Background: an optimization exercise with open tools, aiming at small area, a short achievable clock period and few clock cycles per item. Do not read the settings as production practice. RTL that was checked went through simulation tests only; none was proved equivalent to the original. For runs 6 and 7, only the layout was checked, not whether the RTL still works. Power and IR drop assume default switching activity.

===== flow/design.v =====
module top_fsm(
        input clk,
        input rst_n,
        input        ram_in_we,
        input [4 :0] ram_in_addr_wr,
        input [7 :0] ram_in_data_wr,
        input [3 :0] ram_out_addr_rd,
        output [15:0] ram_out_data_rd,
        input opmode_in,
        output reg done_out
);
    reg [7:0]  ram_in  [0:31];
    reg [15:0] ram_out [0:15];
    reg        busy;
    always @(posedge clk) begin
        if (ram_in_we)
            ram_in[ram_in_addr_wr] <= ram_in_data_wr;
    end
    integer k;
    always @(posedge clk) begin
        if (opmode_in)
            for (k = 0; k < 16; k = k + 1)
                ram_out[k] <= {ram_in[2*k], ram_in[2*k+1]};
    end
    assign ram_out_data_rd = ram_out[ram_out_addr_rd];
    always @(posedge clk or negedge rst_n) begin
        if (!rst_n)
            busy <= 1'b0;
        else
            busy <= opmode_in;
    end
    always @(posedge clk or negedge rst_n) begin
        if (!rst_n)
            done_out <= 1'b0;
        else if (opmode_in)
            done_out <= 1'b0;
        else if (busy)
            done_out <= 1'b1;
    end
endmodule

===== flow/run.sh =====
#!/bin/bash
# synth_recipe.tcl (not shown) runs the flow's synth.tcl, then flattens the netlist and writes it again
# the make line also repeats each setting of config.mk as NAME=value (left out here)
make -C /OpenROAD-flow-scripts/flow DESIGN_CONFIG=/design/flow/config.mk WORK_HOME=/design/flow/orfs CLKGATE_MAP_FILE= SYNTH_SCRIPT=/design/flow/synth_recipe.tcl finish

===== flow/config.mk =====
export PLATFORM = sky130hd
export DESIGN_NAME = top_fsm
export DESIGN_NICKNAME = top_fsm
export VERILOG_FILES = /design/flow/design.v
export SDC_FILE = /design/flow/constraint.sdc
export NUM_CORES = 4
export LEC_CHECK = 0
export CAP_MARGIN = 20
export CORE_MARGIN = 2
export CORE_UTILIZATION = 40
export SLEW_MARGIN = 20

===== flow/constraint.sdc =====
create_clock -name core_clock -period 4.5 [get_ports {clk}]
set_input_delay 0.9000 -clock core_clock [delete_from_list [all_inputs] [get_ports {clk}]]
set_output_delay 0.9000 -clock core_clock [all_outputs]
set_load 0.01 [all_outputs]

==> flow_summary.ini, run 1 <==
[outcome]
status = no timing/DRC/antenna violations

[yosys]
yosys_warnings = 2
synth_nets = 892
async_flop_share = 0.00389
syn_area_per_cell_um2 = 20.2
synth_edf_count = 512
ys.flop_type = edfxtp_1
synth_cell_type_count = 38
synth_seq_cells = 514
ys_seq_area_frac = 0.877
syn-cell-area_mm2 = 0.0176
synthCells = 871

[routing]
totalWireLength_um = 39400
first_pass_iters = 6
drtIter0Drc = 1027
avgViaCountPerCell = 5.30
routedWlPerCell_um = 24.2
ant_nets = 0
vias = 8641
drc = 0

[setup_path]
critical-path-top-delay-family = buffers and inverters
cp-startpoint = ram_out_addr_rd[3]
crit_type = in2out
timing.rr.start = done_out
crit_path_max_incr_delay_ns = 0.55
crit_fanout = 12
cp.required_ns = 3.60
crit_top_cell = clkdlybuf4s50_1
path_cells = clkdlybuf4s50_1 > buf_4 > inv_2 > and3_1 > buf_12 > a222oi_1 > o21ai_1 > o32a_1 > clkdlybuf4s50_1
worst-path-buf-inv = 5
start_kind = input port
arrival_ns = 3.54
end_kind = output port
cpMaxStageDelayCell = clkdlybuf4s50_1

[timing]
rsz0062_at_grt = yes
relSlewSlack = 0.289
clock_skew_ns = 0.00691
setup_tns_ns = 0
worstMarginPinSlew_ns = 1.06
fmax_mhz = 225
fin_crit_ns = 4.44
hold_violations = 0
setup_viol = 0
drv_slew = 0
fin_crit_sh = 0.987

[place]
dpl.hpwl_um = 24800
place_congestion = 0.848
port-buffer-count = 37
dp_cells = 1542

[floorplan]
coreArea_mm2 = 0.0433
pin_count = 38
initial_utilization = 0.407
core.rowCount = 76
die_x_um = 214
die_h_um = 214
dieArea_mm2 = 0.0457

[cts]
clk_pin_slew_worst_paths_ns = 0.06
root_buffer = clkbuf_16
cts_tree = built
cts_resized = 1
cts_sinks = 514
clock_path_buffers = 3
h-tree-depth = 2
cts_setup_buffers = 0
clock_latency_ns = 0.55
cts_buffers = 48
cts_hold_buf = 0

[global_routing]
grt_max_degree = 125
grt.overflow.total = 0
grt_antenna_before_repair = 0
grt_usage = 0.175
grt_pass1_wl_um = 56400
grt_pass1_vias = 8554

[finish]
fill_cells = 3577
instances_no_fill = 1629
fin_util = 0.479
layout-drive-gt1-share = 0.159
syn_to_final_growth_pct = 17.7
fin_nets = 1028

[power]
ir_drop_v = 0.000240
p_leak_nw = 6.77
p_per_area_mw_per_mm2 = 457

[min_path]
hold_start = ram_in[13][7]
hp-class = reg2reg

[run]
max-cap-violations = 0
-- Yosys cell counts, types with 12 or more instances --
cell type  instances  share of area
inv_1             12         0.0026
a21oi_1           49          0.014
a221oi_1          16         0.0080
a222oi_1          12         0.0068
a22o_1            15         0.0075
a22oi_1           45          0.019
o22ai_1           14         0.0050
nor2_1            46         0.0098
nand2_1           15         0.0032
edfxtp_1         512           0.87
clkbuf_1          26         0.0055
-- kinds of logic (layout without fill, tap and decap cells) --
| family | count (synthesis) | in the layout | share of synthesized area |
|---|---|---|---|
| buffers and inverters | 52 | 224 | 0.0127 |
| other | 0 | 1 | 0 |
| multiplexers | 3 | 3 | 0.00178 |
| AO/OA/AOI/OAI | 199 | 199 | 0.0803 |
| flip-flops | 514 | 514 | 0.877 |
| AND/OR/NAND/NOR | 103 | 103 | 0.0283 |
-- sequential cells by signal (all words and copies together), names as in the netlist --
signal,cells
done_out,1
ram_out,256
ram_in,256
busy,1
-- worst register-to-register path, delay by kind of cell, from the launching register on --
kind             cells  cell delay (ns)
DFF                  1             0.38
and+or+nand+nor      2             0.13
-- layout by cell type, fill, tap and decap left out, types with 3 or more instances in the layout --
cell	count
and3_1	9
nor2b_2	4
clkbuf_1	10
a311oi_1	4
a221oi_1	12
a31oi_1	6
clkinv_1	17
o21ai_1	11
edfxtp_1	512
a21oi_1	49
nand2_1	15
clkinv_2	8
a221oi_2	4
buf_4	78
o21ai_0	6
buf_12	7
a32oi_1	5
a22oi_1	44
nor2_1	45
clkdlybuf4s50_1	35
nand3b_1	6
inv_2	3
o32a_1	11
inv_1	12
clkbuf_16	49
a222oi_1	12
a22o_1	15
nor2b_1	5
nand3_1	7
o22ai_1	14
-- cell type report --
class,instances,area (um^2),share of cell area
inverter,15,56.3,0.00272
clock inverter,27,119,0.00574
clock buffer,59,1260,0.0610
sequential,514,15400,0.745
antenna,1,2.50,0.000121
timing repair buffer,123,1110,0.0538
tap,585,732,0.0354
multi-input combinational,305,1990,0.0962
-- where the power goes --
group	internal [mW]	total, mW	switching (mW)
sequential	5.37	5.40	0.0313
clock	1.98	3.59	1.61
combinational	0.176	0.477	0.301
total	7.53	9.47	1.95
-- path summary, 6_finish.rpt --
| path | endpoint | slack (ns) | depth (start not counted) |
|---|---|---|---|
| setup reg to reg | done_out | 3.85 | 2 |
| max in group asynchronous | done_out | 3.86 | 1 |
| hold reg to reg | ram_out[6][7] | 0.41 | 0 |
| setup / recovery | ram_out_data_rd[15] | 0.06 | 9 |
| hold / removal | ram_out[6][7] | 0.41 | 0 |
| min in group asynchronous | busy | 0.52 | 1 |
-- through the flow --
stage                     power [mW]  hold WS [ns]  worst slack, ns  area (um^2)
after floorplan                 5.65         0.400             1.39        17600
final                           9.47         0.415           0.0587        20700
after global placement          5.97         0.400          -0.0855        19300
after global routing            9.77         0.421          -0.0107        20700
after detailed placement        5.98         0.405          -0.0416        19300
after CTS                       9.56         0.412           0.0130        20600
-- layer usage --
metal,share of wire,GRT usage
met1,0.41,0.235
met2,0.47,0.280
met3,0.080,0.0423
met4,0.030,0.0615
met5,0,0
Testbench counts, summed over its fixed seeds: cycles 384, transfers 192.
==> run 2: changes to the inputs <==
--- a/flow/config.mk
+++ b/flow/config.mk
@@ -8,4 +8,5 @@
 export CAP_MARGIN = 20
 export CORE_MARGIN = 2
 export CORE_UTILIZATION = 40
+export SETUP_SLACK_MARGIN = 1.5
 export SLEW_MARGIN = 20
==> run 2 against run 1 <==
  * Critical endpoint is now ram_out_data_rd[1]
  * Highest routed layer unchanged
  * Final cell count grew 0.18%
  * Still clean on timing, DRC and antenna
  * Global-route usage grew 1.1 points
  * Die area is the same
  * Critical path type unchanged
  * First-iteration DRC count grew 11%
  * Setup slack gained 0.71 ns
==> flow_summary.ini, run 2 <==
[run]
max-cap-violations = 0

[global_routing]
grt_antenna_before_repair = 1
grt_pass1_wl_um = 59500
grt_max_degree = 103
grt_usage = 0.185
grt.overflow.total = 0
grt_pass1_vias = 8793

[power]
pwr-share-comb = 0.053
p_per_area_mw_per_mm2 = 463
seq_power_share = 0.546
ir_drop_v = 0.000264
p_switching_mw = 2.03
switching_share = 0.206
power.internal_mw = 7.86
pwr-share-clk = 0.400
p_leak_nw = 7.03

[floorplan]
die_h_um = 214
initial_utilization = 0.407
pin_count = 38
coreArea_mm2 = 0.0433
core.rowCount = 76
dieArea_mm2 = 0.0457
die_x_um = 214

[yosys]
synth_common_cells = 512 x edfxtp_1, 49 x a21oi_1, 46 x nor2_1, 45 x a22oi_1, 26 x clkbuf_1
synth_edf_count = 512
syn_area_per_cell_um2 = 20.2
synth_nets = 892
synth_cell_type_count = 38
ys.flop_type = edfxtp_1
ys_seq_area_frac = 0.877
yosys-top-cells-area = edfxtp_1 87%, a22oi_1 1.9%, a21oi_1 1.4%, nor2_1 0.98%, a221oi_1 0.80%
yosys_warnings = 2
synth.most_common_cell = edfxtp_1
synth_top_area_cell = edfxtp_1
async_flop_share = 0.00389
synthCells = 871
yosysTopAreaCellShare = 0.874
synth_seq_cells = 514
syn-cell-area_mm2 = 0.0176

[routing]
vias = 8882
ant_nets = 0
drc = 0
avgViaCountPerCell = 5.44
totalWireLength_um = 41900
routedWlPerCell_um = 25.7
first_pass_iters = 7
drtIter0Drc = 1141

[cts]
clock_path_buffers = 3
cts_tree = built
cts_buffers = 49
cts_hold_buf = 0
h-tree-depth = 2
root_buffer = clkbuf_16
clock_latency_ns = 0.56
cts_sinks = 514
clk_pin_slew_worst_paths_ns = 0.06

[setup_path]
cp.required_ns = 3.60
crit_path_max_incr_delay_ns = 0.50
end_kind = output port
worst-path-buf-inv = 3
worst_r2r_path_depth = 0
reg2reg_to = ram_out[9][0]
critical-path-top-delay-family = compound AO/OA/AOI/OAI gates
cpMaxStageDelayCell = a222oi_1
crit_fanout = 7
cp-startpoint = ram_out_addr_rd[1]
start_kind = input port
timing.rr.start = ram_in[19][0]
crit_type = in2out
arrival_ns = 2.84
path_cells = buf_12 > buf_12 > and2_4 > a22o_1 > a222oi_1 > o21ai_1 > o32a_1 > buf_2
crit_top_cell = buf_12
reg2reg_slack_ns = 3.84

[timing]
worst_slack_ns = 0.764
fin_crit_ns = 3.74
clock_skew_ns = 0.0100
drv_slew = 0
hold_violations = 0
fin_crit_sh = 0.830
worstMarginPinSlew_ns = 1.18
relSlewSlack = 0.209
setup_viol = 0
rsz0062_at_grt = yes
fmax_mhz = 268
setup_tns_ns = 0

[finish]
postLayoutCellArea_mm2 = 0.0214
fin_util = 0.494
fill_cells = 3459
layout-drive-gt1-share = 0.236
syn_to_final_growth_pct = 21.5
layout_commonest_cell = edfxtp_1
top_regs = ram_in: 256 flops, ram_out: 256 flops
layout_common_cells = 512 x edfxtp_1, 51 x clkbuf_16, 51 x buf_4, 47 x a21oi_1, 40 x nor2_1
fin_nets = 1030

[min_path]
hold_start = ram_in[17][4]
hold_depth = 0
holdPathEnd = ram_out[8][4]
hp-class = reg2reg

[place]
place_congestion = 0.833
dpl-instance-area_mm2 = 0.0190
post-place-ws_ns = 0.0758
port-buffer-count = 37
dpl.hpwl_um = 24400

[outcome]
status = no timing/DRC/antenna violations
==> run 2: cell count changes in the layout (fill, tap and decap cells not counted), sizes merged, moves of 2 or more <==
cell	before	now
buf	87	105
bufbuf	0	2
clkinv	25	19
clkbuf	59	64
bufinv	0	4
clkdlybuf4s50	35	15
==> run 2: cells by family (layout without fill, tap and decap cells) <==
kind of cell | count (synthesis) | after routing | share of synthesized area
flip-flops | 514 | 514 | 0.877
AO/OA/AOI/OAI | 199 | 199 | 0.0803
AND/OR/NAND/NOR | 103 | 104 | 0.0283
buffers and inverters | 52 | 226 | 0.0127
multiplexers | 3 | 3 | 0.00178
other | 0 | 1 | 0
==> run 2: worst max-delay path by stage <==
stage	cells past startpoint	end	slack, ns
after floorplan	7	ram_out_data_rd[10]	1.41
final	8	ram_out_data_rd[1]	0.76
after detailed placement	8	ram_out_data_rd[9]	0.08
after CTS	9	ram_out_data_rd[9]	0.85
after global routing	9	ram_out_data_rd[9]	0.77
after global placement	8	ram_out_data_rd[10]	0.03
==> run 2: per-layer routing <==
metal  routed length, um  track usage  vias up  share of wire
li1                    -            -     3847              -
met1               16900        0.249     4478           0.40
met2               20000        0.300      481           0.48
met3                4040       0.0473       76          0.096
met4                1010       0.0536        0          0.024
met5                   0            0        -              0
==> run 2: what timing repair did <==
item,in CTS,in global routing
endpoints found under the setup margin,16,16
gates cloned,9,0
pin swaps,53,38
resized for setup,162,27
setup buffers,24,8
==> run 2: layout make-up <==
cell class	instances	area, um^2	share of cell area
Tap cell	585	732	0.0342
Multi-Input combinational cell	306	2330	0.109
Clock inverter	25	218	0.0102
Timing Repair Buffer	123	1290	0.0603
Inverter	15	56.3	0.00263
Clock buffer	63	1320	0.0618
Antenna cell	1	2.50	0.000117
Sequential cell	514	15400	0.722
==> run 2: metrics by stage <==
step,total power [mW],cells,hold WS [ns]
2_1_floorplan,5.66,871,0.400
6_report,9.89,1632,0.409
3_3_place_gp,5.94,1502,0.400
4_1_cts,9.93,1623,0.406
3_5_place_dp,5.95,1502,0.405
5_1_grt,10.2,1631,0.419
==> run 2: power groups by stage <==
stage          clock (mW)  sequential, mW  combinational (mW)
2_1_floorplan           0            5.49               0.171
3_3_place_gp            0            5.50               0.441
3_5_place_dp            0            5.50               0.447
4_1_cts              4.02            5.40               0.503
5_1_grt              4.22            5.41               0.555
6_report             3.96            5.40               0.525
==> run 3: changes to the inputs <==
--- a/flow/config.mk
+++ b/flow/config.mk
@@ -8,5 +8,5 @@
 export CAP_MARGIN = 20
 export CORE_MARGIN = 2
 export CORE_UTILIZATION = 40
-export SETUP_SLACK_MARGIN = 1.5
+export SETUP_SLACK_MARGIN = 2.2
 export SLEW_MARGIN = 20
==> run 3 against run 2 <==
  * Critical path depth increased by 1
  * Still clean on timing, DRC and antenna
  * Sequential power hardly changed
  * Wire length increased by 0.22%
  * Sequential share of layout area is 2.0 points lower
  * Largest power group unchanged
  * Utilization grew 1.4 points
==> flow_summary.ini, run 3 <==
[yosys]
yosysTopAreaCellShare = 0.874
yosys-top-cells-area = edfxtp_1 87%, a22oi_1 1.9%, a21oi_1 1.4%, nor2_1 0.98%, a221oi_1 0.80%
synth_edf_count = 512
async_flop_share = 0.00389
synthCells = 871
ys.flop_type = edfxtp_1
syn_area_per_cell_um2 = 20.2
synth_seq_cells = 514
yosys_warnings = 2
synth_nets = 892
syn-cell-area_mm2 = 0.0176
synth.most_common_cell = edfxtp_1
synth_top_area_cell = edfxtp_1
synth_cell_type_count = 38
ys_seq_area_frac = 0.877
synth_common_cells = 512 x edfxtp_1, 49 x a21oi_1, 46 x nor2_1, 45 x a22oi_1, 26 x clkbuf_1

[timing]
fmax_mhz = 281
relSlewSlack = 0.383
setup_viol = 0
setup_tns_ns = 0
worstMarginPinSlew_ns = 0.925
fin_crit_sh = 0.790
hold_violations = 0
drv_slew = 0
rsz0062_at_grt = yes
fin_crit_ns = 3.55
clock_skew_ns = 0.0170

[routing]
totalWireLength_um = 42000
wl_met2_um = 19900
drtIter0Drc = 1120
route.met3.wl_um = 3710
routedWlPerCell_um = 25.1
drc = 0
ant_nets = 0
top_layer_used = met5
met1_length_um = 17400
avgViaCountPerCell = 5.41
vias = 9054
first_pass_iters = 7

[finish]
layout_common_cells = 512 x edfxtp_1, 85 x buf_4, 49 x clkbuf_16, 34 x a22oi_1, 33 x a21oi_1
layout_commonest_cell = edfxtp_1
fin_nets = 1067
layout-drive-gt1-share = 0.304
postLayoutCellArea_mm2 = 0.0220
syn_to_final_growth_pct = 25.0
top_regs = ram_in: 256 flops, ram_out: 256 flops
instances_no_fill = 1673
fin_util = 0.508

[outcome]
status = no timing/DRC/antenna violations

[setup_path]
crit_fanout = 7
arrival_ns = 2.65
start_kind = input port
reg2reg_slack_ns = 3.84
worst_r2r_path_depth = 0
cp.required_ns = 3.60
critical-path-top-delay-family = compound AO/OA/AOI/OAI gates
crit_top_cell = buf_6
crit_type = in2out
crit_path_max_incr_delay_ns = 0.38
end_kind = output port
cpMaxStageDelayCell = a222oi_1
path_cells = buf_6 > buf_12 > and2_4 > buf_6 > a22o_1 > a222oi_1 > o21ai_1 > o32a_1 > buf_2
worst-path-buf-inv = 4
cp.depth = 9

[cts]
root_buffer = clkbuf_16
cts_hold_buf = 0
cts_sinks = 514
cts_tree = built
h-tree-depth = 2
cts_buffers = 48
clock_latency_ns = 0.56
clock_path_buffers = 3
clk_pin_slew_worst_paths_ns = 0.06

[floorplan]
pin_count = 38
die_h_um = 214
dieArea_mm2 = 0.0457
initial_utilization = 0.407
die_x_um = 214
coreArea_mm2 = 0.0433
core.rowCount = 76

[power]
ir_drop_v = 0.000255
p_leak_nw = 7.21
p_switching_mw = 2.05
finalPower_mw = 9.81
seq_power_share = 0.551
power.internal_mw = 7.76
pwr-share-clk = 0.390
switching_share = 0.209
pwr-share-comb = 0.059
p_per_area_mw_per_mm2 = 446

[global_routing]
grt_pass1_wl_um = 60400
grt_pass1_vias = 8980
grt.overflow.total = 0
grt_max_degree = 109
grt_antenna_before_repair = 4
grt_usage = 0.187

[place]
place_congestion = 0.823
port-buffer-count = 37
dpl.hpwl_um = 25000
dpl-instance-area_mm2 = 0.0192
dp_cells = 1521

[min_path]
hold_depth = 0
hp-class = reg2reg

[run]
max-cap-violations = 0
run 3: area by class of cell:
| class | count | area [um^2] |
|---|---|---|
| sequential | 514 | 15400 |
| multi-input combinational | 307 | 2680 |
| fill | 3360 | 21300 |
| antenna | 2 | 5.00 |
| tap | 585 | 732 |
| timing repair buffer | 160 | 1580 |
| clock buffer | 59 | 1260 |
| inverter | 15 | 58.8 |
| clock inverter | 31 | 235 |
run 3: power groups by stage:
stage,combinational [mW],sequential [mW],clock (mW)
after floorplan,0.179,5.49,0
after CTS,0.552,5.40,3.90
final,0.580,5.40,3.83
after detailed placement,0.473,5.50,0
after global routing,0.611,5.41,4.08
after global placement,0.469,5.50,0
run 3: repair_timing:
item	CTS	global route
cloned	5	0
gates resized for setup	219	40
pin swaps	46	29
endpoints found under the setup margin	233	168
setup buffers	40	15
run 3: worst paths after layout:
path                               startpoint                  to
setup / recovery           ram_out_addr_rd[2]  ram_out_data_rd[1]
hold / removal                  ram_in[15][0]       ram_out[7][0]
setup reg to reg                 ram_in[9][7]       ram_out[4][7]
hold reg to reg                 ram_in[15][0]       ram_out[7][0]
max in group asynchronous               rst_n                busy
min in group asynchronous               rst_n            done_out
run 3: per-layer routing:
layer	track usage	up-vias
li1	-	3941
met4	0.0529	4
met2	0.297	452
met1	0.262	4592
met5	0	-
met3	0.0398	65
run 3: cells by family after synthesis:
logic type | share of synthesized area
flops | 0.877
compound gates | 0.0803
simple gates | 0.0283
buf+inv | 0.0127
mux | 0.00178
run 3: per-stage QoR:
stage | worst slack (ns) | hold WS (ns)
2_1_floorplan | 1.41 | 0.400
3_3_place_gp | 0.0266 | 0.400
3_5_place_dp | 0.0793 | 0.405
4_1_cts | 0.945 | 0.412
5_1_grt | 0.917 | 0.419
6_report | 0.946 | 0.405
==> run 4: changes to the inputs <==
--- a/flow/config.mk
+++ b/flow/config.mk
@@ -7,6 +7,6 @@
 export LEC_CHECK = 0
 export CAP_MARGIN = 20
 export CORE_MARGIN = 2
-export CORE_UTILIZATION = 40
+export CORE_UTILIZATION = 65
 export SETUP_SLACK_MARGIN = 2.2
 export SLEW_MARGIN = 20
==> run 4 against run 3 <==
  * Global-route usage rose by 11 points
  * Critical path depth did not move
  * Setup slack improved by 0.026 ns
  * Final cell count fell by 15%
  * Clock power about the same
  * Maximum frequency is 0.74% higher
  * Utilization is 30 points higher
  * Via count grew 2.0%
  * First-iteration DRC count increased by 20%
  * Critical endpoint is now ram_out_data_rd[15]
  * Highest routed layer is now met4
==> flow_summary.ini, run 4 <==
[routing]
ant_nets = 0
drtIter0Drc = 1343
routedWlPerCell_um = 29.3
drc = 0
first_pass_iters = 7
avgViaCountPerCell = 6.52
vias = 9238
totalWireLength_um = 41500

[setup_path]
end_kind = output port
worst-path-buf-inv = 4
reg2reg_to = ram_out[4][10]
worst_r2r_path_depth = 0
crit_path_max_incr_delay_ns = 0.39
path_cells = buf_12 > buf_12 > nor2_2 > buf_6 > a22o_1 > a222oi_1 > o21ai_1 > o32a_1 > buf_2
start_kind = input port
crit_top_cell = buf_12
crit_type = in2out
cp.depth = 9
timing.rr.start = ram_in[8][2]
cpMaxStageDelayCell = o32a_1
arrival_ns = 2.63
cp-startpoint = ram_out_addr_rd[2]
cp.required_ns = 3.60
endpoint = ram_out_data_rd[15]
crit_fanout = 9
critical-path-top-delay-family = compound AO/OA/AOI/OAI gates
reg2reg_slack_ns = 3.83

[timing]
worst_slack_ns = 0.972
fmax_mhz = 283
setup_tns_ns = 0
relSlewSlack = 0.297
rsz0062_at_grt = yes
fin_crit_sh = 0.784
hold_violations = 0
worstMarginPinSlew_ns = 1.05
fin_crit_ns = 3.53
drv_slew = 0
setup_viol = 0
clock_skew_ns = 0.0103

[floorplan]
dieArea_mm2 = 0.0284
coreArea_mm2 = 0.0267
initial_utilization = 0.658
pin_count = 38
core.rowCount = 60
die_h_um = 169
die_x_um = 169

[outcome]
status = no timing/DRC/antenna violations

[place]
dp_cells = 1261
dpl.hpwl_um = 23800
place_congestion = 0.833
post-place-ws_ns = -0.0866
dpl-instance-area_mm2 = 0.0187
port-buffer-count = 37

[yosys]
synth_common_cells = 512 x edfxtp_1, 49 x a21oi_1, 46 x nor2_1, 45 x a22oi_1, 26 x clkbuf_1
ys.flop_type = edfxtp_1
synth.most_common_cell = edfxtp_1
synth_cell_type_count = 38
yosys_warnings = 2
async_flop_share = 0.00389
synth_nets = 892
synth_top_area_cell = edfxtp_1
synthCells = 871
syn-cell-area_mm2 = 0.0176
synth_seq_cells = 514
synth_edf_count = 512
ys_seq_area_frac = 0.877
yosysTopAreaCellShare = 0.874
syn_area_per_cell_um2 = 20.2
yosys-top-cells-area = edfxtp_1 87%, a22oi_1 1.9%, a21oi_1 1.4%, nor2_1 0.98%, a221oi_1 0.80%

[global_routing]
grt_antenna_before_repair = 0
grt_pass1_vias = 9137
grt.overflow.total = 0
grt_max_degree = 127
grt_pass1_wl_um = 60500
grt_usage = 0.300

[cts]
clock_path_buffers = 3
h-tree-depth = 2
cts_hold_buf = 0
root_buffer = clkbuf_16
clk_pin_slew_worst_paths_ns = 0.06
cts_sinks = 514
cts_tree = built
clock_latency_ns = 0.55
cts_buffers = 49

[power]
p_leak_nw = 7.16
p_per_area_mw_per_mm2 = 456
ir_drop_v = 0.000433

[finish]
layout-drive-gt1-share = 0.277
fin_nets = 1060
top_regs = ram_in: 256 flops, ram_out: 256 flops
syn_to_final_growth_pct = 22.3
postLayoutCellArea_mm2 = 0.0215
layout_common_cells = 512 x edfxtp_1, 81 x buf_4, 51 x clkbuf_16, 38 x a22oi_1, 33 x a21oi_1
fin_util = 0.805
diodes = 0
fill_cells = 1316
multi_input_area_mm2 = 0.00255
instances_no_fill = 1416
register_area_mm2 = 0.0154
layout_commonest_cell = edfxtp_1

[run]
max-cap-violations = 0

[min_path]
hp-class = reg2reg
-- run 4: cell count changes in the layout (fill, tap and decap cells not counted), moves of 5 or more --
cell | previous run | this run
a221oi_1 | 2 | 8
clkinv_2 | 9 | 4
clkinvlp_4 | 5 | 0
nor2_4 | 27 | 32
clkinv_1 | 12 | 17
-- run 4: report_power, final --
group | total [mW] | switching, mW | internal [mW]
registers | 5.40 | 0.0345 | 5.37
logic | 0.568 | 0.352 | 0.216
clock network | 3.84 | 1.61 | 2.23
total | 9.81 | 2.00 | 7.81
-- run 4: repair_timing --
action	CTS	global route
pin swaps	58	27
resized for setup	226	23
buffers inserted	35	23
gates cloned	10	0
endpoints found under the hold margin	0	0
setup endpoints to repair	249	184
-- run 4: cell families after synthesis --
family	count (synthesis)	share of synthesized area
and+or+nand+nor	103	0.0283
AOI/OAI and AO/OA	199	0.0803
buffers and inverters	52	0.0127
DFF	514	0.877
muxes	3	0.00178
-- run 4: how the worst min path moves through the flow --
stage                       start              end  cells after the start
global route        ram_in[29][0]   ram_out[14][0]                      0
CTS                 ram_in[22][0]   ram_out[11][8]                      0
detailed placement  ram_in[20][2]  ram_out[10][10]                      0
finish              ram_in[16][0]    ram_out[8][8]                      0
global placement    ram_in[15][1]    ram_out[7][1]                      0
floorplan            ram_in[1][0]    ram_out[0][0]                      0
-- run 4: final cells by class --
class | instances | area share
Sequential cell | 514 | 0.717
Multi-Input combinational cell | 308 | 0.119
Timing Repair Buffer | 151 | 0.0719
Clock buffer | 62 | 0.0613
Tap cell | 341 | 0.0198
Clock inverter | 25 | 0.00849
Inverter | 15 | 0.00285
-- run 4: per-layer routing --
layer | up-vias | wire length [um] | track usage
met5 | - | 0 | 0
met4 | 0 | 1250 | 0.0885
met3 | 96 | 3880 | 0.0648
met2 | 592 | 20300 | 0.481
met1 | 4642 | 16100 | 0.430
li1 | 3908 | - | -
-- run 4: stage by stage --
stage          total power, mW  hold slack, ns
6_report                  9.81           0.413
5_1_grt                   10.1           0.417
4_1_cts                   9.81           0.411
3_5_place_dp              5.95           0.405
3_3_place_gp              5.94           0.400
2_1_floorplan             5.67           0.400
==> run 5: changes to the inputs <==
--- a/flow/config.mk
+++ b/flow/config.mk
@@ -7,6 +7,7 @@
 export LEC_CHECK = 0
 export CAP_MARGIN = 20
 export CORE_MARGIN = 2
-export CORE_UTILIZATION = 65
+export CORE_UTILIZATION = 40
+export CTS_BUF_LIST = sky130_fd_sc_hd__clkbuf_4 sky130_fd_sc_hd__clkbuf_8
 export SETUP_SLACK_MARGIN = 2.2
 export SLEW_MARGIN = 20
==> run 5 against run 4 <==
  * Sequential power barely moved
  * First-iteration DRC count fell by 24%
  * Maximum frequency fell by 2.1%
  * Area after synthesis did not move
  * Final cell count increased by 20%
  * Critical path depth is the same
  * Critical endpoint unchanged
==> flow_summary.ini, run 5 <==
[yosys]
yosys_warnings = 2
synth_cell_type_count = 38
synth_common_cells = 512 x edfxtp_1, 49 x a21oi_1, 46 x nor2_1, 45 x a22oi_1, 26 x clkbuf_1
synthCells = 871
syn_area_per_cell_um2 = 20.2
synth_seq_cells = 514
yosys-top-cells-area = edfxtp_1 87%, a22oi_1 1.9%, a21oi_1 1.4%, nor2_1 0.98%, a221oi_1 0.80%
yosysTopAreaCellShare = 0.874
synth.most_common_cell = edfxtp_1
synth_top_area_cell = edfxtp_1
syn-cell-area_mm2 = 0.0176
ys.flop_type = edfxtp_1
synth_edf_count = 512
synth_nets = 892
async_flop_share = 0.00389
ys_seq_area_frac = 0.877

[place]
port-buffer-count = 37
place_congestion = 0.823
dpl.hpwl_um = 25000
post-place-ws_ns = 0.0793
dp_cells = 1521
dpl-instance-area_mm2 = 0.0192

[min_path]
hp-class = reg2reg
hold_depth = 0

[finish]
fin_nets = 1088
layout_common_cells = 512 x edfxtp_1, 81 x buf_4, 79 x clkbuf_8, 35 x a22oi_1, 33 x a21oi_1
fin_util = 0.501
postLayoutCellArea_mm2 = 0.0217
layout-drive-gt1-share = 0.319
layout_commonest_cell = edfxtp_1
top_regs = ram_in: 256 flops, ram_out: 256 flops
syn_to_final_growth_pct = 23.2
instances_no_fill = 1705

[timing]
relSlewSlack = 0.392
hold_violations = 0
worst_slack_ns = 0.898
worstMarginPinSlew_ns = 0.911
rsz0062_at_grt = yes
fmax_mhz = 278
setup_tns_ns = 0
fin_crit_ns = 3.60
setup_viol = 0
whs_ns = 0.387
clock_skew_ns = 0.0282
fin_crit_sh = 0.800
drv_slew = 0

[setup_path]
critical-path-top-delay-family = compound AO/OA/AOI/OAI gates
start_kind = input port
crit_path_max_incr_delay_ns = 0.40
arrival_ns = 2.70
crit_fanout = 7
worst-path-buf-inv = 4
crit_type = in2out
cp.depth = 9
end_kind = output port
cp.required_ns = 3.60
path_cells = buf_6 > buf_12 > and2_4 > buf_4 > a22o_1 > a222oi_1 > o21ai_1 > o32a_1 > buf_2
worst_r2r_path_depth = 2
cpMaxStageDelayCell = a222oi_1

[power]
p_leak_nw = 7.17
p_per_area_mw_per_mm2 = 435
finalPower_mw = 9.43
ir_drop_v = 0.000185

[global_routing]
grt_pass1_wl_um = 60400
grt_usage = 0.187
grt.overflow.total = 0
grt_antenna_before_repair = 3
grt_pass1_vias = 9205
grt_max_degree = 109

[outcome]
status = no timing/DRC/antenna violations

[floorplan]
die_x_um = 214
coreArea_mm2 = 0.0433
die_h_um = 214
core.rowCount = 76
dieArea_mm2 = 0.0457
initial_utilization = 0.407
pin_count = 38

[routing]
avgViaCountPerCell = 5.34
drc = 0
routedWlPerCell_um = 24.7
ant_nets = 0
vias = 9105
first_pass_iters = 5
totalWireLength_um = 42100
drtIter0Drc = 1026

[cts]
cts_buffers = 77
cts_tree = built
root_buffer = clkbuf_8
h-tree-depth = 3
cts_sinks = 514
clk_pin_slew_worst_paths_ns = 0.06
clock_latency_ns = 0.59
clock_path_buffers = 3

[run]
max-cap-violations = 0
run 5: worst paths after layout:
path | startpoint | end | slack [ns]
worst max-delay path | ram_out_addr_rd[2] | ram_out_data_rd[15] | 0.90
worst min register to register | ram_in[0][4] | ram_out[0][12] | 0.39
worst max register to register | done_out | done_out | 3.85
max in group asynchronous | rst_n | busy | 3.91
min in group asynchronous | rst_n | done_out | 0.47
worst min-delay path | ram_in[0][4] | ram_out[0][12] | 0.39
run 5: cell families (layout without fill, tap and decap cells):
group	count (synthesis)	in the layout	synth area share
buffers and inverters	52	298	0.0127
AO/OA/AOI/OAI	199	199	0.0803
flip-flops	514	514	0.877
other	0	1	0
multiplexers	3	3	0.00178
AND/OR/NAND/NOR	103	105	0.0283
run 5: area by class of cell:
cell class                      instances  area, um^2
Clock inverter                         27         110
Sequential cell                       514       15400
Antenna cell                            1        2.50
Timing Repair Buffer                  152        1490
Clock buffer                          104        1270
Tap cell                              585         732
Inverter                               15        58.8
Multi-Input combinational cell        307        2580
Fill cell                            3444       21600
run 5: power breakdown:
| part | total [mW] | switching [mW] | leakage (nW) | internal, mW |
|---|---|---|---|---|
| Sequential | 5.40 | 0.0344 | 4.84 | 5.37 |
| Combinational | 0.563 | 0.349 | 1.60 | 0.213 |
| Clock | 3.46 | 1.64 | 0.733 | 1.82 |
| Total | 9.43 | 2.02 | 7.17 | 7.41 |
run 5: timing repair:
| item | in CTS | in global routing |
|---|---|---|
| resized for setup | 208 | 35 |
| setup buffers | 39 | 6 |
| hold buffers | 0 | 0 |
| cloned | 6 | 1 |
| endpoints found under the setup margin | 226 | 183 |
| pin swaps | 45 | 25 |
run 5: routing by layer:
metal	wire length, um	share of wire	GRT usage	vias to the layer above
met3	3880	0.092	0.0508	68
met5	24	0.00057	0	-
li1	-	-	-	3977
met4	818	0.019	0.0536	4
met1	17300	0.41	0.255	4640
met2	20100	0.48	0.297	416
==> run 6: changes to the inputs <==
--- a/flow/design.v
+++ b/flow/design.v
@@ -22,7 +22,23 @@
             for (k = 0; k < 16; k = k + 1)
                 ram_out[k] <= {ram_in[2*k], ram_in[2*k+1]};
     end
-    assign ram_out_data_rd = ram_out[ram_out_addr_rd];
+    wire [15:0] rd_sel;
+    rd_decode u_rd_dec (.a(ram_out_addr_rd), .s(rd_sel));
+    genvar b, g;
+    generate
+        for (b = 0; b < 16; b = b + 1) begin : rd_bit
+            wire [7:0] pair_n;
+            wire [1:0] half;
+            for (g = 0; g < 8; g = g + 1) begin : pair
+                rd_ao22n u_ao (.a(rd_sel[2*g]),   .b(ram_out[2*g][b]),
+                               .c(rd_sel[2*g+1]), .d(ram_out[2*g+1][b]),
+                               .y(pair_n[g]));
+            end
+            rd_nand4 u_n0 (.a(pair_n[0]), .b(pair_n[1]), .c(pair_n[2]), .d(pair_n[3]), .y(half[0]));
+            rd_nand4 u_n1 (.a(pair_n[4]), .b(pair_n[5]), .c(pair_n[6]), .d(pair_n[7]), .y(half[1]));
+            rd_or2   u_or (.a(half[0]), .b(half[1]), .y(ram_out_data_rd[b]));
+        end
+    endgenerate
     always @(posedge clk or negedge rst_n) begin
         if (!rst_n)
             busy <= 1'b0;
@@ -38,3 +54,15 @@
             done_out <= 1'b1;
     end
 endmodule
+module rd_decode(input [3:0] a, output [15:0] s);
+    assign s = 16'b1 << a;
+endmodule
+module rd_ao22n(input a, input b, input c, input d, output y);
+    assign y = ~((a & b) | (c & d));
+endmodule
+module rd_nand4(input a, input b, input c, input d, output y);
+    assign y = ~(a & b & c & d);
+endmodule
+module rd_or2(input a, input b, output y);
+    assign y = a | b;
+endmodule
--- a/flow/config.mk
+++ b/flow/config.mk
@@ -7,7 +7,8 @@
 export LEC_CHECK = 0
 export CAP_MARGIN = 20
 export CORE_MARGIN = 2
-export CORE_UTILIZATION = 40
-export CTS_BUF_LIST = sky130_fd_sc_hd__clkbuf_4 sky130_fd_sc_hd__clkbuf_8
+export CORE_UTILIZATION = 65
 export SETUP_SLACK_MARGIN = 2.2
 export SLEW_MARGIN = 20
+export SYNTH_HIERARCHICAL = 1
+export SYNTH_MINIMUM_KEEP_SIZE = 0
==> run 6 against run 5 <==
  * Non-clock buffer count down 30
  * Via count down 10%
  * Critical path depth up 2
  * Wire length down 14%
  * Synthesized cell count down 13%
  * Critical endpoint is now ram_out_data_rd[4]
  * Utilization up 30 points
  * Largest cell class unchanged
  * Design area down 0.49%
==> flow_summary.ini, run 6 <==
[yosys]
synthAdderAreaFrac = 0
ys.flop_type = edfxtp_1
synth_cell_type_count = 22
synth.most_common_cell = edfxtp_1
synth-compound-area-share = 0.0896
yosysTopAreaCellShare = 0.860
ys_seq_area_frac = 0.863
yosys-top-cells-area = edfxtp_1 86%, a22oi_2 9.0%, nand4_1 1.2%, or2_1 0.56%, nor2_1 0.55%
synth_top_area_cell = edfxtp_1
synth_common_cells = 512 x edfxtp_1, 128 x a22oi_2, 33 x nand4_1, 26 x nor2_1, 16 x or2_1
synth_seq_cells = 514
synth_mux_area_frac = 0
synth-simple-area-share = 0.0440
yosys_warnings = 9
synthCells = 762
synth_edf_count = 512
syn-cell-area_mm2 = 0.0179
syn_area_per_cell_um2 = 23.5
async_flop_share = 0.00389
synth_top_family_by_area = compound AO/OA/AOI/OAI gates
synth_nets = 783
synth_xor_area_frac = 0

[power]
pwr-share-comb = 0.042
p_switching_mw = 1.92
pwr-share-clk = 0.405
p_per_area_mw_per_mm2 = 454
p_leak_nw = 6.93
seq_power_share = 0.553
switching_share = 0.196
power.internal_mw = 7.86
ir_drop_v = 0.000401
finalPower_mw = 9.78

[routing]
vias = 8157
drtIter0Drc = 1045
first_pass_iters = 5
routedWlPerCell_um = 27.6
ant_nets = 0
drc = 0
totalWireLength_um = 36100
avgViaCountPerCell = 6.25

[setup_path]
timing.rr.start = ram_in[4][2]
cp.required_ns = 3.60
critical-path-top-delay-family = buffers and inverters
cpMaxStageDelayCell = or2_1
path_cells = buf_8 > buf_6 > buf_6 > nor4b_4 > buf_12 > buf_8 > buf_12 > a22oi_2 > nand4_1 > or2_1 > buf_2
crit_fanout = 8
crit_path_max_incr_delay_ns = 0.25
crit_type = in2out
cp-startpoint = ram_out_addr_rd[1]
worst-path-buf-inv = 7
arrival_ns = 2.43
end_kind = output port
start_kind = input port

[place]
place_congestion = 0.756
port-buffer-count = 37
dpl.hpwl_um = 19400

[timing]
clock_skew_ns = 0.0115
drv_slew = 0
fin_crit_ns = 3.33
rsz0062_at_grt = yes
fmax_mhz = 300
setup_tns_ns = 0
fin_crit_sh = 0.740
setup_viol = 0
worstMarginPinSlew_ns = 0.750
relSlewSlack = 0.500
hold_violations = 0

[floorplan]
die_x_um = 170
core.rowCount = 60
pin_count = 38
initial_utilization = 0.664
coreArea_mm2 = 0.0270
dieArea_mm2 = 0.0289
die_h_um = 170

[cts]
clock_path_buffers = 3
clk_pin_slew_worst_paths_ns = 0.06
clock_latency_ns = 0.55
root_buffer = clkbuf_16
cts_tree = built
h-tree-depth = 2
cts_buffers = 48
cts_sinks = 514

[global_routing]
grt_pass1_vias = 8310
grt_antenna_before_repair = 0
grt.overflow.total = 0
grt_usage = 0.258
grt_pass1_wl_um = 52500
grt_max_degree = 91

[finish]
diodes = 0
top_regs = ram_in: 256 flops, ram_out: 256 flops
layout_commonest_cell = edfxtp_1
multi_input_area_mm2 = 0.00264
syn_to_final_growth_pct = 20.6
fin_nets = 947
layout_common_cells = 512 x edfxtp_1, 128 x a22oi_2, 49 x clkbuf_16, 35 x buf_4, 33 x nand4_1
fin_util = 0.800
fill_cells = 1288
register_area_mm2 = 0.0154
layout-drive-gt1-share = 0.351

[min_path]
hold_start = ram_in[6][5]
hp-class = reg2reg

[run]
max-cap-violations = 0

[outcome]
status = no timing/DRC/antenna violations
run 6: changes by cell type in the layout (fill, tap and decap cells not counted), sizes merged, moves of 20 or more:
cell | previous run | this run
a22oi | 45 | 128
a21oi | 49 | 0
clkbuf | 105 | 61
nand4 | 1 | 33
buf | 134 | 106
nor2 | 46 | 26
run 6: cells by family (layout without fill, tap and decap cells):
family,Yosys count,in the layout
AO/OA/AOI/OAI,128,128
buffers and inverters,8,211
AND/OR/NAND/NOR,112,112
flip-flops,514,514
run 6: power by group through the flow:
stage | Combinational [mW] | Clock (mW) | Sequential, mW
final | 0.407 | 3.96 | 5.41
after global routing | 0.430 | 4.21 | 5.41
after detailed placement | 0.361 | 0 | 5.51
after global placement | 0.354 | 0 | 5.50
after CTS | 0.399 | 4.01 | 5.41
after floorplan | 0.134 | 0 | 5.50
run 6: timing repair:
| action | in CTS | in global routing |
|---|---|---|
| pin swaps | 73 | 28 |
| setup buffers | 39 | 7 |
| resized for setup | 186 | 18 |
| setup endpoints to repair | 233 | 248 |
| hold buffers | 0 | 0 |
| gates cloned | 6 | 0 |
run 6: layout make-up:
type | count | area share
clock buffers | 61 | 0.0590
clock inverters | 28 | 0.0133
multi-input cells | 240 | 0.122
flip-flops and latches | 514 | 0.715
well taps | 341 | 0.0198
repair buffers | 122 | 0.0702
run 6: Yosys stat by module (local to each module, per instance):
module	copies in the design	cells
rd_ao22n	128	1
rd_decode	1	20
rd_or2	16	1
rd_nand4	32	1
top_fsm	1	566
run 6: path summary, 6_finish.rpt:
path	end	slack, ns	depth (start not counted)
setup / recovery	ram_out_data_rd[4]	1.17	11
hold / removal	ram_out[3][13]	0.41	0
setup reg to reg	ram_out[2][10]	3.85	0
hold reg to reg	ram_out[3][13]	0.41	0
max in group asynchronous	busy	3.86	1
min in group asynchronous	done_out	0.52	1
run 6: per-layer routing:
metal	routed length [um]	global-route usage
met1	14600	0.360
met2	18500	0.438
met3	2210	0.0344
met4	743	0.0725
met5	0	0
run 6: metrics by stage:
step | cell area [um^2] | hold slack, ns | worst slack, ns | instances
detailed placement | 19000 | 0.405 | 0.147 | 1165
finish | 21600 | 0.412 | 1.17 | 1306
global placement | 19000 | 0.400 | 0.182 | 1165
global route | 21600 | 0.415 | 1.12 | 1306
CTS | 21400 | 0.399 | 1.22 | 1299
floorplan | 17900 | 0.400 | 1.31 | 762
==> run 7: changes to the inputs <==
--- a/flow/design.v
+++ b/flow/design.v
@@ -22,21 +22,26 @@
             for (k = 0; k < 16; k = k + 1)
                 ram_out[k] <= {ram_in[2*k], ram_in[2*k+1]};
     end
-    wire [15:0] rd_sel;
-    rd_decode u_rd_dec (.a(ram_out_addr_rd), .s(rd_sel));
+    wire [15:0] rd_sel_q [0:3];
+    genvar q;
+    generate
+        for (q = 0; q < 4; q = q + 1) begin : rd_dec
+            rd_decode u_rd_dec (.a(ram_out_addr_rd), .s(rd_sel_q[q]));
+        end
+    endgenerate
     genvar b, g;
     generate
         for (b = 0; b < 16; b = b + 1) begin : rd_bit
-            wire [7:0] pair_n;
             wire [1:0] half;
-            for (g = 0; g < 8; g = g + 1) begin : pair
-                rd_ao22n u_ao (.a(rd_sel[2*g]),   .b(ram_out[2*g][b]),
-                               .c(rd_sel[2*g+1]), .d(ram_out[2*g+1][b]),
-                               .y(pair_n[g]));
+            for (g = 0; g < 2; g = g + 1) begin : oct
+                rd_oct u_oct (.s(rd_sel_q[b/4][8*g+7:8*g]),
+                              .d({ram_out[8*g+7][b], ram_out[8*g+6][b], ram_out[8*g+5][b], ram_out[8*g+4][b],
+                                  ram_out[8*g+3][b], ram_out[8*g+2][b], ram_out[8*g+1][b], ram_out[8*g][b]}),
+                              .y(half[g]));
             end
-            rd_nand4 u_n0 (.a(pair_n[0]), .b(pair_n[1]), .c(pair_n[2]), .d(pair_n[3]), .y(half[0]));
-            rd_nand4 u_n1 (.a(pair_n[4]), .b(pair_n[5]), .c(pair_n[6]), .d(pair_n[7]), .y(half[1]));
-            rd_or2   u_or (.a(half[0]), .b(half[1]), .y(ram_out_data_rd[b]));
+            wire out_n;
+            rd_nor2  u_or (.a(half[0]), .b(half[1]), .y(out_n));
+            rd_inv   u_iv (.a(out_n), .y(ram_out_data_rd[b]));
         end
     endgenerate
     always @(posedge clk or negedge rst_n) begin
@@ -63,6 +68,12 @@
 module rd_nand4(input a, input b, input c, input d, output y);
     assign y = ~(a & b & c & d);
 endmodule
-module rd_or2(input a, input b, output y);
-    assign y = a | b;
+module rd_nor2(input a, input b, output y);
+    assign y = ~(a | b);
 endmodule
+module rd_inv(input a, output y);
+    assign y = ~a;
+endmodule
+module rd_oct(input [7:0] s, input [7:0] d, output y);
+    assign y = |(s & d);
+endmodule
==> run 7 against run 6 <==
  * Flip-flop and latch count unchanged
  * Die area about the same
  * Synthesized cell count up 10%
  * Utilization up 1.6 points
  * Final cell count up 4.1%
  * Total power up 1.2%
  * Register-to-register slack about the same
  * Critical endpoint is now ram_out_data_rd[7]
==> flow_summary.ini, run 7 <==
[outcome]
status = no timing/DRC/antenna violations

[place]
dp_cells = 1217
post-place-ws_ns = 0.557
dpl.hpwl_um = 21100
port-buffer-count = 37
place_congestion = 0.828

[power]
p_per_area_mw_per_mm2 = 449
pwr-share-clk = 0.403
ir_drop_v = 0.000427
seq_power_share = 0.546
switching_share = 0.202
power.internal_mw = 7.90
p_switching_mw = 2.00
pwr-share-comb = 0.051
p_leak_nw = 7.20

[floorplan]
pin_count = 38
initial_utilization = 0.662
die_x_um = 170
coreArea_mm2 = 0.0270
core.rowCount = 60
dieArea_mm2 = 0.0289
die_h_um = 170

[yosys]
ys.flop_type = edfxtp_1
synth_seq_cells = 514
yosys-top-cells-area = edfxtp_1 86%, a22oi_1 5.4%, and4bb_2 1.7%, nor4b_2 1.3%, nand4_1 1.2%
synth_common_cells = 512 x edfxtp_1, 128 x a22oi_1, 42 x nor2_1, 33 x nand4_1, 24 x and4bb_2
synth_nets = 859
synth_cell_type_count = 22
synthCells = 838
synth_edf_count = 512
ys_seq_area_frac = 0.862
async_flop_share = 0.00389
yosys_warnings = 9
yosysTopAreaCellShare = 0.859
synth.most_common_cell = edfxtp_1
syn-cell-area_mm2 = 0.0179
synth_top_area_cell = edfxtp_1
syn_area_per_cell_um2 = 21.3

[timing]
setup_tns_ns = 0
fin_crit_ns = 3.36
drv_slew = 0
worst_slack_ns = 1.14
worstMarginPinSlew_ns = 0.836
clock_skew_ns = 0.00926
hold_violations = 0
fmax_mhz = 298
setup_viol = 0
fin_crit_sh = 0.746
relSlewSlack = 0.442
rsz0062_at_grt = yes

[cts]
cts_tree = built
clk_pin_slew_worst_paths_ns = 0.06
cts_buffers = 49
clock_latency_ns = 0.54
root_buffer = clkbuf_16
cts_hold_buf = 0
h-tree-depth = 2
clock_path_buffers = 3
cts_sinks = 514

[global_routing]
grt_max_degree = 110
grt_usage = 0.271
grt.overflow.total = 0
grt_antenna_before_repair = 0
grt_pass1_wl_um = 55700
grt_pass1_vias = 8922

[finish]
top_regs = ram_in: 256 flops, ram_out: 256 flops
layout_commonest_cell = edfxtp_1
register_area_mm2 = 0.0154
diodes = 0
fin_util = 0.816
layout-drive-gt1-share = 0.344
fill_cells = 1240
fin_nets = 1002
layout_common_cells = 512 x edfxtp_1, 86 x a22oi_2, 49 x clkbuf_16, 42 x a22oi_1, 42 x buf_4
syn_to_final_growth_pct = 23.2
instances_no_fill = 1359
multi_input_area_mm2 = 0.00316

[routing]
drc = 0
totalWireLength_um = 38100
drtIter0Drc = 1037
vias = 8913
routedWlPerCell_um = 28.1
first_pass_iters = 5
avgViaCountPerCell = 6.56
ant_nets = 0

[setup_path]
crit_fanout = 6
end_kind = output port
timing.rr.start = ram_in[4][6]
cp-startpoint = ram_out_addr_rd[1]
arrival_ns = 2.46
cp.required_ns = 3.60
reg2reg_slack_ns = 3.84
start_kind = input port
crit_type = in2out

[run]
max-cap-violations = 0

[min_path]
hp-class = reg2reg
hold_start = ram_in[17][0]
-- run 7: cell count changes after synthesis, moves of 4 or more --
cell	change
and4bb_2	+23
nor2_1	+16
buf_6	-4
buf_4	+16
and4bb_1	-5
a22oi_1	+128
or2_1	-16
nor4b_4	-4
and4b_1	+12
inv_1	+16
nor4b_2	+16
a22oi_2	-128
-- run 7: cell families after synthesis --
kind of cell,Yosys count,share of synthesized area
and+or+nand+nor,160,0.0727
AOI/OAI and AO/OA,128,0.0537
DFF,514,0.862
buffers and inverters,36,0.0114
-- run 7: worst paths after layout --
check	to	cells past startpoint
max	ram_out_data_rd[7]	9
min reg2reg	ram_out[8][0]	0
max reg2reg	ram_out[2][14]	0
min in group asynchronous	done_out	1
max in group asynchronous	busy	1
min	ram_out[8][0]	0
-- run 7: per-module statistics from Yosys (local to each module, per instance) --
module | area, um^2 | flip-flops and latches | copies in the design
top_fsm | 15700 | 514 | 1
rd_inv | 3.75 | 0 | 16
rd_nor2 | 3.75 | 0 | 16
rd_oct | 36.3 | 0 | 32
rd_decode | 226 | 0 | 4
-- run 7: cell type report --
type,instances,share of cell area
clock buffers,63,0.0594
inverters,16,0.00272
well taps,341,0.0194
clock inverters,25,0.0118
multi-input cells,288,0.143
repair buffers,112,0.0638
flip-flops and latches,514,0.700
-- run 7: through the flow --
step	power, mW	cell area [um^2]	hold slack, ns
3_5_place_dp	5.89	19000	0.405
2_1_floorplan	5.66	18200	0.400
4_1_cts	9.91	21800	0.413
3_3_place_gp	5.88	19000	0.401
5_1_grt	10.2	22000	0.419
6_report	9.90	22000	0.410
-- run 7: critical path, stage by stage --
cell and delay (ns):
buf_16 0.13, buf_16 0.15, buf_8 0.13, and4bb_4 0.22, a22oi_2 0.20, nand4_1 0.25
nor2_2 0.26, inv_1 0.07, buf_2 0.14
-- run 7: per-layer routing --
| metal | up-vias | GRT usage | routed length [um] |
|---|---|---|---|
| li1 | 3830 | - | - |
| met3 | 92 | 0.0547 | 3090 |
| met1 | 4575 | 0.394 | 15600 |
| met5 | - | 0 | 0 |
| met2 | 416 | 0.426 | 18300 |
| met4 | 0 | 0.0858 | 1210 |
-- run 7: what timing repair did --
action / in CTS / in global routing
pin swaps: 97 / 64
endpoints found under the hold margin: 0 / 0
setup endpoints to repair: 249 / 178
cloned: 12 / 0
setup buffers: 31 / 11
gates resized for setup: 234 / 47
-- run 7: power by group through the flow --
stage	Clock [mW]	Sequential, mW	Combinational, mW
after global routing	4.22	5.41	0.526
after CTS	4.03	5.41	0.476
final	3.99	5.41	0.503
after detailed placement	0	5.50	0.393
after global placement	0	5.50	0.383
after floorplan	0	5.49	0.169
==> run 8: changes to the inputs <==
--- a/flow/design.v
+++ b/flow/design.v
@@ -22,19 +22,14 @@
             for (k = 0; k < 16; k = k + 1)
                 ram_out[k] <= {ram_in[2*k], ram_in[2*k+1]};
     end
-    wire [15:0] rd_sel_q [0:3];
-    genvar q;
-    generate
-        for (q = 0; q < 4; q = q + 1) begin : rd_dec
-            rd_decode u_rd_dec (.a(ram_out_addr_rd), .s(rd_sel_q[q]));
-        end
-    endgenerate
+    wire [15:0] rd_sel;
+    rd_decode u_rd_dec (.a(ram_out_addr_rd), .s(rd_sel));
     genvar b, g;
     generate
         for (b = 0; b < 16; b = b + 1) begin : rd_bit
             wire [1:0] half;
             for (g = 0; g < 2; g = g + 1) begin : oct
-                rd_oct u_oct (.s(rd_sel_q[b/4][8*g+7:8*g]),
+                rd_oct u_oct (.s(rd_sel[8*g+7:8*g]),
                               .d({ram_out[8*g+7][b], ram_out[8*g+6][b], ram_out[8*g+5][b], ram_out[8*g+4][b],
                                   ram_out[8*g+3][b], ram_out[8*g+2][b], ram_out[8*g+1][b], ram_out[8*g][b]}),
                               .y(half[g]));
--- a/flow/config.mk
+++ b/flow/config.mk
@@ -8,6 +8,8 @@
 export CAP_MARGIN = 20
 export CORE_MARGIN = 2
 export CORE_UTILIZATION = 65
+export CTS_CLUSTER_DIAMETER = 100
+export CTS_CLUSTER_SIZE = 30
 export SETUP_SLACK_MARGIN = 2.2
 export SLEW_MARGIN = 20
 export SYNTH_HIERARCHICAL = 1
==> run 8 against run 7 <==
  * Non-clock buffer count is 3 higher
  * Sequential share of layout area increased by 6.2 points
  * Utilization decreased by 3.8 points
  * Global-route usage fell by 1.4 points
  * Critical path depth is 2 higher
  * Setup slack gained 0.084 ns
  * Design area shrank 8.1%
  * Sequential power barely moved
  * Synthesized cell count fell by 7.2%
  * Combinational power shrank about 20%
  * Register-to-register slack got worse by 0.02 ns
==> flow_summary.ini, run 8 <==
[outcome]
status = no timing/DRC/antenna violations

[routing]
first_pass_iters = 6
routedWlPerCell_um = 28.0
ant_nets = 0
vias = 7988
totalWireLength_um = 35000
avgViaCountPerCell = 6.39
drc = 0
drtIter0Drc = 987

[yosys]
synth_edf_count = 512
synth_top_area_cell = edfxtp_1
yosys_warnings = 8
synth_cell_type_count = 22
yosys-top-cells-area = edfxtp_1 89%, a22oi_1 5.6%, nand4_1 1.2%, nor2_1 0.92%, and4bb_2 0.44%
synthCells = 778
ys.flop_type = edfxtp_1
syn-cell-area_mm2 = 0.0172
synth_seq_cells = 514
async_flop_share = 0.00389
yosysTopAreaCellShare = 0.893
syn_area_per_cell_um2 = 22.1
ys_seq_area_frac = 0.896
synth_common_cells = 512 x edfxtp_1, 128 x a22oi_1, 42 x nor2_1, 33 x nand4_1, 16 x inv_1
synth_nets = 799
synth.most_common_cell = edfxtp_1

[min_path]
hp-class = reg2reg
hold_depth = 0
hold_start = ram_in[31][2]
holdPathEnd = ram_out[15][2]

[finish]
fin_util = 0.777
top_regs = ram_in: 256 flops, ram_out: 256 flops
layout_common_cells = 512 x edfxtp_1, 68 x a22oi_2, 60 x a22oi_1, 33 x nand4_1, 29 x buf_4
layout-drive-gt1-share = 0.262
layout_commonest_cell = edfxtp_1
fin_nets = 929
diodes = 0
syn_to_final_growth_pct = 17.7

[cts]
root_buffer = clkbuf_16
cts_hold_buf = 0
cts_sinks = 514
clock_path_buffers = 3
cts_buffers = 21
h-tree-depth = 1
clock_latency_ns = 0.53
clk_pin_slew_worst_paths_ns = 0.11
cts_tree = built

[global_routing]
grt.overflow.total = 0
grt_pass1_vias = 7975
grt_max_degree = 115
grt_usage = 0.257
grt_pass1_wl_um = 51700
grt_antenna_before_repair = 0

[timing]
drv_slew = 0
worst_slack_ns = 1.23
fin_crit_ns = 3.27
rsz0062_at_grt = yes
clock_skew_ns = 0.0219
hold_violations = 0
whs_ns = 0.423
relSlewSlack = 0.417
fmax_mhz = 305
setup_viol = 0
worstMarginPinSlew_ns = 0.875
setup_tns_ns = 0
fin_crit_sh = 0.728

[setup_path]
start_kind = input port
reg2reg_slack_ns = 3.82
worst_r2r_path_depth = 0
timing.rr.start = ram_in[8][2]
reg2reg_to = ram_out[4][10]
arrival_ns = 2.37
crit_fanout = 6
cp.required_ns = 3.60
end_kind = output port
crit_type = in2out

[power]
ir_drop_v = 0.000370
p_per_area_mw_per_mm2 = 394
finalPower_mw = 7.98
p_leak_nw = 6.46

[run]
max-cap-violations = 0

[floorplan]
core.rowCount = 59
die_x_um = 167
coreArea_mm2 = 0.0261
dieArea_mm2 = 0.0278
pin_count = 38
initial_utilization = 0.660
die_h_um = 167

[place]
post-place-ws_ns = 0.169
dpl.hpwl_um = 19500
place_congestion = 0.742
port-buffer-count = 37
## run 8: cell count changes after synthesis
cell,change
nor4b_2,-12
and4_1,-3
and4bb_2,-18
buf_4,-12
and4b_1,-12
nor4_2,-3
## run 8: layout make-up
cell class	count	area, um^2
clock inverter	1	30.0
clock buffer	29	556
sequential	514	15400
timing repair buffer	115	1410
multi-input combinational	240	2350
inverter	16	60.1
fill	1324	5800
tap	335	419
## run 8: what timing repair did
| action | in CTS | in global routing |
|---|---|---|
| resized for setup | 276 | 15 |
| endpoints found under the setup margin | 249 | 245 |
| pin swaps | 93 | 11 |
| endpoints found under the hold margin | 0 | 0 |
| cloned | 10 | 0 |
| buffers inserted | 31 | 3 |
## run 8: worst max-delay path, cell delays in order
cell and delay, ns:
buf_12 0.11, buf_8 0.13, buf_6 0.12, nor4b_4 0.33, buf_6 0.18, buf_6 0.11
a22oi_2 0.04, nand4_1 0.19, nor2_1 0.08, inv_1 0.06, buf_2 0.12
## run 8: worst max path at each step
stage                            start            endpoint  cells past startpoint
global placement    ram_out_addr_rd[0]  ram_out_data_rd[6]                      8
floorplan           ram_out_addr_rd[2]  ram_out_data_rd[0]                      6
CTS                 ram_out_addr_rd[0]  ram_out_data_rd[9]                      9
detailed placement  ram_out_addr_rd[0]  ram_out_data_rd[3]                      8
global route        ram_out_addr_rd[0]  ram_out_data_rd[0]                     11
finish              ram_out_addr_rd[0]  ram_out_data_rd[9]                     11
## run 8: logic make-up (layout without fill, tap and decap cells)
kind of cell | Yosys count | after routing | share of synthesized area
simple gates | 112 | 112 | 0.0414
flops | 514 | 514 | 0.896
compound gates | 128 | 128 | 0.0558
buf+inv | 24 | 161 | 0.00662
## run 8: per-layer routing
| layer | GRT usage | wire [um] | up-vias |
|---|---|---|---|
| li1 | - | - | 3488 |
| met1 | 0.366 | 13600 | 4065 |
| met2 | 0.429 | 17700 | 373 |
| met3 | 0.0425 | 2930 | 62 |
| met4 | 0.0645 | 850 | 0 |
| met5 | 0 | 0 | - |
## run 8: per-stage QoR
| stage | area [um^2] | std cells |
|---|---|---|
| 2_1_floorplan | 17300 | 778 |
| 3_3_place_gp | 18300 | 1176 |
| 3_5_place_dp | 18300 | 1176 |
| 4_1_cts | 20200 | 1247 |
| 5_1_grt | 20300 | 1250 |
| 6_report | 20300 | 1250 |
## run 8: where the power goes
part           switching (mW)  internal, mW  total, mW
logic                   0.257         0.144      0.401
clock network            1.30         0.886       2.18
registers              0.0357          5.36       5.39
total                    1.59          6.39       7.98
## run 8: per-module statistics from Yosys (local to each module, per instance)
| module | area (um^2) | cells |
|---|---|---|
| rd_inv | 3.75 | 1 |
| rd_nor2 | 3.75 | 1 |
| rd_oct | 36.3 | 5 |
| top_fsm | 15700 | 566 |
| rd_decode | 226 | 20 |
Testbench counts of run 8, summed over its fixed seeds: cycles 384, transfers 192.
==> run 9: changes to the inputs <==
--- a/flow/config.mk
+++ b/flow/config.mk
@@ -7,7 +7,7 @@
 export LEC_CHECK = 0
 export CAP_MARGIN = 20
 export CORE_MARGIN = 2
-export CORE_UTILIZATION = 65
+export CORE_UTILIZATION = 80
 export CTS_CLUSTER_DIAMETER = 100
 export CTS_CLUSTER_SIZE = 30
 export SETUP_SLACK_MARGIN = 2.2
==> run 9 against run 8 <==
  * The run now fails in clock tree synthesis
  * Area after synthesis unchanged
  * Synthesized cell count stayed put
==> flow_summary.ini, run 9 <==
[yosys]
yosys_warnings = 8
synth_edf_count = 512
syn_area_per_cell_um2 = 22.1
async_flop_share = 0.00389
synth_cell_type_count = 22
synth_common_cells = 512 x edfxtp_1, 128 x a22oi_1, 42 x nor2_1, 33 x nand4_1, 16 x inv_1
ys.flop_type = edfxtp_1
synth_nets = 799
synth.most_common_cell = edfxtp_1
synthCells = 778
syn-cell-area_mm2 = 0.0172
synth_top_area_cell = edfxtp_1
synth_seq_cells = 514
ys_seq_area_frac = 0.896
yosysTopAreaCellShare = 0.893
yosys-top-cells-area = edfxtp_1 89%, a22oi_1 5.6%, nand4_1 1.2%, nor2_1 0.92%, and4bb_2 0.44%

[cts]
cts_sinks = 514
clock_path_buffers = 3
cts_setup_buffers = 36
cts_hold_buf = 0
cts_buffers = 21
root_buffer = clkbuf_16
cts_resized = 263
h-tree-depth = 1

[floorplan]
pin_count = 38
initial_utilization = 0.816
core.rowCount = 53
die_x_um = 151
die_h_um = 151

[place]
port-buffer-count = 37
place_congestion = 0.838
dpl-instance-area_mm2 = 0.0182
dpl.hpwl_um = 21300
dp_cells = 1114

[outcome]
stop_stage = clock tree synthesis
first-error = [ERROR DPL-0033] detailed placement checks failed during check placement.
status = aborted with a tool error
[run 9: cells by family after synthesis]
| kind of cell | share of synthesized area |
|---|---|
| DFF | 0.896 |
| AOI/OAI and AO/OA | 0.0558 |
| buffers and inverters | 0.00662 |
| and+or+nand+nor | 0.0414 |
[run 9: power by group through the flow]
stage          clock (mW)  sequential [mW]  combinational (mW)
3_5_place_dp            0             5.50               0.339
3_3_place_gp            0             5.49               0.317
2_1_floorplan           0             5.49               0.114
[run 9: worst max path at each step]
stage	start	endpoint	slack, ns	cells past startpoint
detailed placement	ram_out_addr_rd[1]	ram_out_data_rd[10]	-0.11	9
floorplan	ram_out_addr_rd[2]	ram_out_data_rd[0]	1.60	6
global placement	ram_out_addr_rd[1]	ram_out_data_rd[8]	0.19	8
[run 9: through the flow]
| stage | utilization | worst slack (ns) |
|---|---|---|
| 3_5_place_dp | 0.864 | -0.106 |
| 3_3_place_gp | 0.864 | 0.187 |
| 2_1_floorplan | - | 1.60 |
[run 9: modules after synthesis (local to each module, per instance)]
module | area [um^2] | cells
rd_nor2 | 3.75 | 1
top_fsm | 15700 | 566
rd_inv | 3.75 | 1
rd_decode | 226 | 20
rd_oct | 36.3 | 5

separate check: timing with driven ports:
The results above use ideal ports. As a check the final layouts listed here were re-extracted and re-timed, cells and wires unchanged. Step 1 assumes that a clkbuf_16 drives the clock port and a buf_2 every other input. Step 2 moves the port delays by t, midway between the first and last clock arrival at a register: inputs arrive t later, outputs are due t later. That takes back most of the time a late clock gives input paths. Three values: no drivers, after step 1, after step 2; two values: the first two.
run	t (ns)	setup slack, ns	clock arrival spread, ns
run 1	0.599	0.059 / 0.031 / 0.031	0.008 / 0.008
run 2	0.611	0.764 / 0.718 / 0.718	0.013 / 0.013
run 3	0.611	0.946 / 0.915 / 0.915	0.027 / 0.028
run 4	0.599	0.972 / 0.909 / 0.909	0.024 / 0.024
run 5	0.634	0.898 / 0.866 / 0.866	0.038 / 0.038
run 6	0.591	1.172 / 1.028 / 1.028	0.014 / 0.015
run 7	0.589	1.141 / 1.017 / 1.017	0.018 / 0.019
run 8	0.575	1.226 / 1.135 / 1.135	0.032 / 0.032
After both steps setup and hold are still met in every run listed. The setup slack of run 6, which loses most, moves by -0.144 ns with the drivers and by -0.144 ns with both steps.
